Source: an optimization exercise on an open RTL-to-GDS flow (aim: a short achievable clock period and few clock cycles). Production flows keep margins and buffers that such runs may drop.

Setup of rev 12:
==> flow/design.v (excerpt) <==
module proc(
	    clk,
	    rst,
	    imem_rdata,
	    dmem_rdata,
	    imem_addr,
	    dmem_addr,
	    dmem_wdata,
	    dmem_en,
	    dmem_wr,
	    halt
	    );
   input clk;
   input rst;
   input [15:0] imem_rdata;
   input [15:0] dmem_rdata;
   output [15:0] imem_addr;
   output [15:0] dmem_addr;
   output [15:0] dmem_wdata;
   output        dmem_en;
   output        dmem_wr;
   output        halt;
   localparam OP_HALT = 5'b00000, OP_J = 5'b00100, OP_JR = 5'b00101, OP_JAL = 5'b00110,
              OP_JALR = 5'b00111, OP_ADDI = 5'b01000, OP_SUBI = 5'b01001, OP_ORI = 5'b01010,
              OP_ANDI = 5'b01011, OP_BEQZ = 5'b01100, OP_BNEZ = 5'b01101, OP_RET = 5'b01110,
              OP_BLTZ = 5'b01111, OP_ST = 5'b10000, OP_LD = 5'b10001, OP_SLBI = 5'b10010,
              OP_STU = 5'b10011, OP_LBI = 5'b11000, OP_BTR = 5'b11001, OP_SHR = 5'b11010,
              OP_ALR = 5'b11011, OP_SEQ = 5'b11100, OP_SLT = 5'b11101, OP_SLE = 5'b11110,
              OP_SCO = 5'b11111;
   reg [15:0] pc;
   reg [15:0] ras;            
   reg        ras_v;
   reg        d_v;
   reg [2:0]  d_rs, d_rt, d_dst;
   reg [7:0]  d_i8;
   reg [15:0] d_imm, d_pc2, d_tgt, d_ras;
   reg        d_pt;           
   reg        d_wr, d_rrr, d_agu, d_ret, d_jr, d_ld, d_st, d_stu, d_lbi, d_slbi, d_call, d_halt;
   reg        d_beqz, d_bnez, d_bltz;
   reg        d_sum, d_sub, d_or, d_and, d_shl, d_shr, d_rot, d_btr, d_seq, d_slt, d_sle, d_sco;
   reg        x_jr;
   reg        x_wr, x_ld, x_en, x_we, x_halt, x_beqz, x_bnez, x_bltz, x_pt, x_ev;
   reg [2:0]  x_dst;
   reg [15:0] x_A, x_B, x_S, x_addr, x_early, x_ebyp, x_pc2, x_tgt;
  ...
Settings: LEC_CHECK=0, ABC_CLOCK_PERIOD_IN_PS=2500, CAP_MARGIN=20, CORE_MARGIN=2, CORE_UTILIZATION=40, SETUP_SLACK_MARGIN=5.0, SLEW_MARGIN=20, SYNTH_HIERARCHICAL=1, TNS_END_PERCENT=100; clock period 8.0 ns.
run.sh (not shown) runs the stock make flow with config.mk's settings and CLKGATE_MAP_FILE= SYNTH_SCRIPT=/design/flow/synth_recipe.tcl, a recipe that flattens the netlist after the stock synthesis.
--- input diff rev 12..rev 13 ---
--- a/flow/design.v
+++ b/flow/design.v
@@ -1084,13 +1084,12 @@
    reg [7:0]  d_i8;
    reg [15:0] d_imm, d_pc2, d_tgt, d_ras;
    reg        d_pt;           
    reg        d_wr, d_rrr, d_agu, d_ret, d_jr, d_ld, d_st, d_stu, d_lbi, d_slbi, d_call, d_halt;
    reg        d_beqz, d_bnez, d_bltz;
    reg        d_sum, d_sub, d_or, d_and, d_shl, d_shr, d_rot, d_btr, d_seq, d_slt, d_sle, d_sco;
-   reg        x_jr;
    reg        x_wr, x_ld, x_en, x_we, x_halt, x_beqz, x_bnez, x_bltz, x_pt, x_ev;
    reg [2:0]  x_dst;
    reg [15:0] x_A, x_B, x_S, x_addr, x_early, x_ebyp, x_pc2, x_tgt;
    reg        x_sub;
    reg        x_s_sum, x_s_or, x_s_and, x_s_shl, x_s_shr, x_s_btr, x_s_seq, x_s_slt, x_s_sle,
               x_s_sco, x_s_slbi, x_s_early, x_rot;
@@ -1136,16 +1135,18 @@
    wire [15:0] f_seq    = (f_isret & ras_v) ? ras : pc2;
    wire        s_x = x_redir;
    wire        s_d = d_v & ~stall & ~x_redir & d_jrr;
    wire        s_b = d_v & ~stall & ~x_redir & d_bmis;
    wire        s_h = stall & ~x_redir;
    wire        s_n = ~x_redir & ~d_redir & ~stall;
-   wire [15:0] pc_rest = ({16{s_x & ~rst}} & x_rtgt) | ({16{s_b & ~rst}} & d_btgt) | ({16{s_h & ~rst}} & pc) |
-                         ({16{s_d & ~rst}} & r7) | ({16{s_n & ~f_take & ~rst}} & f_seq);
+   wire [15:0] pc_rest = ({16{s_x}} & x_rtgt) | ({16{s_b}} & d_btgt) | ({16{s_h}} & pc) |
+                         ({16{s_n & ~f_take}} & f_seq);
    wire [15:0] pc_next;
-   wisc_mux16 pcmux (.s(s_n & f_take & ~rst), .a(f_tt), .b(pc_rest), .y(pc_next));
+   wisc_ao3 pcmux (.s1(s_n & f_take & ~rst), .a(f_tt), .s2(s_d & ~rst), .b(agu),
+                   .s3(~(s_n & f_take) & ~s_d & ~rst), .c(pc_rest),
+                   .y(pc_next));
    always @(posedge clk) begin
       pc <= pc_next;
    end
    always @(posedge clk) begin
       if (rst)
         ras_v <= 1'b0;
@@ -1271,17 +1272,16 @@
    wire        ez_lt  = (base[15] & ~t_e[15]) | (~(base[15] ^ t_e[15]) & ez_ult);
    wire        ez_cmp = (d_seq & ez_eq) | (d_slt & ez_lt) | (d_sle & (ez_lt | ez_eq));
    wire        d_cmp  = d_seq | d_slt | d_sle;
    always @(posedge clk) begin
       if (rst | ~d_go) begin
          x_wr <= 1'b0; x_ld <= 1'b0; x_en <= 1'b0; x_we <= 1'b0; x_halt <= 1'b0;
-         x_beqz <= 1'b0; x_bnez <= 1'b0; x_bltz <= 1'b0; x_jr <= 1'b0;
+         x_beqz <= 1'b0; x_bnez <= 1'b0; x_bltz <= 1'b0;
       end else begin
          x_wr <= d_wr; x_ld <= d_ld; x_en <= d_ld | d_st; x_we <= d_st; x_halt <= d_halt;
          x_beqz <= d_beqz & ~d_bres; x_bnez <= d_bnez & ~d_bres; x_bltz <= d_bltz & ~d_bres;
-         x_jr <= d_jr;
       end
       x_dst <= d_dst;
       x_A <= a_val;
       x_B <= b_val;
       x_S <= t_val;
       x_addr <= sum_b;
@@ -1334,14 +1334,14 @@
                   ({16{x_s_slbi}} & {x_A[7:0], x_B[7:0]}) |
                   ({16{x_s_early}} & x_early) | ({16{x_ld}} & dmem_rdata) |
                   {15'd0, (x_s_seq & eq) | (x_s_slt & slt) | (x_s_sle & (slt | eq))};
    wisc_fin xfin (.s(x_s_sum), .a(sum), .sc(x_s_sco), .c(c16), .o(x_oth), .y(x_res));
    wire a_zero = (x_A == 16'd0);
    wire taken  = (x_beqz & a_zero) | (x_bnez & ~a_zero) | (x_bltz & x_A[15]);
-   assign x_redir = ((x_beqz | x_bnez | x_bltz) & (taken ^ x_pt)) | x_jr;
-   assign x_rtgt = x_jr ? x_addr : taken ? x_tgt : x_pc2;
+   assign x_redir = (x_beqz | x_bnez | x_bltz) & (taken ^ x_pt);
+   assign x_rtgt = taken ? x_tgt : x_pc2;
    always @(posedge clk) begin
       if (w_wr)
         rf[w_dst] <= w_res;
    end
    always @(posedge clk) begin
       if (rst)
@@ -1356,13 +1356,13 @@
    wire        d_rok  = ~a_fx | (d_bltz ? x_nk : x_zk);
    wire        d_isbr = d_beqz | d_bnez | d_bltz;
    wire        d_tk   = (d_beqz & d_zero) | (d_bnez & ~d_zero) | (d_bltz & d_neg);
    assign d_bres = d_isbr & d_rok;
    assign d_bmis = d_bres & (d_tk ^ d_pt);
    assign d_btgt = d_tk ? d_tgt : d_pc2;
-   assign d_jrr  = d_ret & ~ret_hit;
+   assign d_jrr  = d_jr | (d_ret & ~ret_hit);
    assign d_redir = d_v & ~stall & ~x_redir & (d_jrr | d_bmis);
    assign dmem_addr = x_addr;
    assign dmem_wdata = x_S;
    assign dmem_en = x_en;
    assign dmem_wr = x_we;
    assign halt = x_halt;
Results
Relative to rev 12, delay of the slowest cell on the worst path decreased by 40 ps in rev 13.
The share of synthesized cell area in full adder, half adder and majority cells on rev 12 is in line with that on rev 13.
Rev 13 gives less mux share of post-synthesis cell area than rev 12 did.
Slew at the pin closest to its max-slew limit, rev 12 and rev 13: higher on rev 13
Compared with rev 12, rev 13 shows a lower peak clock frequency supported by timing.
When rev 13 is set beside rev 12, its portion of the layout cell area used by non-clock buffers turns out to be 1.0 points larger.
Compare rev 12 and rev 13 | HPWL after detailed placement lower: rev 13
Compared with rev 12, rev 13 is hungrier on power.
Status: die span in x parity (rev 13, rev 12)
Looking only at area of the die, and setting everything else aside, the higher value of rev 12 and rev 13 goes to rev 13.
Rev 13 does worse than rev 12 on setup slack.
Looking at maximum resistive drop on vdd, rev 13 sits 2.1% above rev 12.
Side by side, filler-free cell count of the finished design turned out higher in rev 13 than in rev 12.
No run of this note included a check of the RTL's function; only the layout flow was run.

[what the ideal ports hide]
In the flow no input, the clock included, has a driving cell. The finished layouts below were timed again as built, in two steps. Step 1: set_driving_cell puts a clkbuf_16 on clk and a buf_2 on each other input, an assumption about the parent block. Step 2, shift: input delay + t, output delay - t, t = (earliest + latest rising clock arrival at the registers) / 2. This alone moves slack from input paths to output paths. Three values: ideal, step 1, step 2; two values: the first two.
run | shift t [ns] | slack for setup (ns) | hold slack, ns | clock arrival spread, ns | pins driven straight from the clock port
rev 12 | 0.659 | 4.738 / 4.738 / 4.132 | 0.343 / 0.343 / 0.343 | 0.015 / 0.015 | 1
rev 13 | 0.669 | 4.561 / 4.561 / 4.001 | 0.352 / 0.352 / 0.352 | 0.033 / 0.033 | 1
After both steps every run listed still meets setup and hold. For rev 12, which loses most, drivers alone change the setup slack by 0.000 ns; drivers and shift together by -0.606 ns.
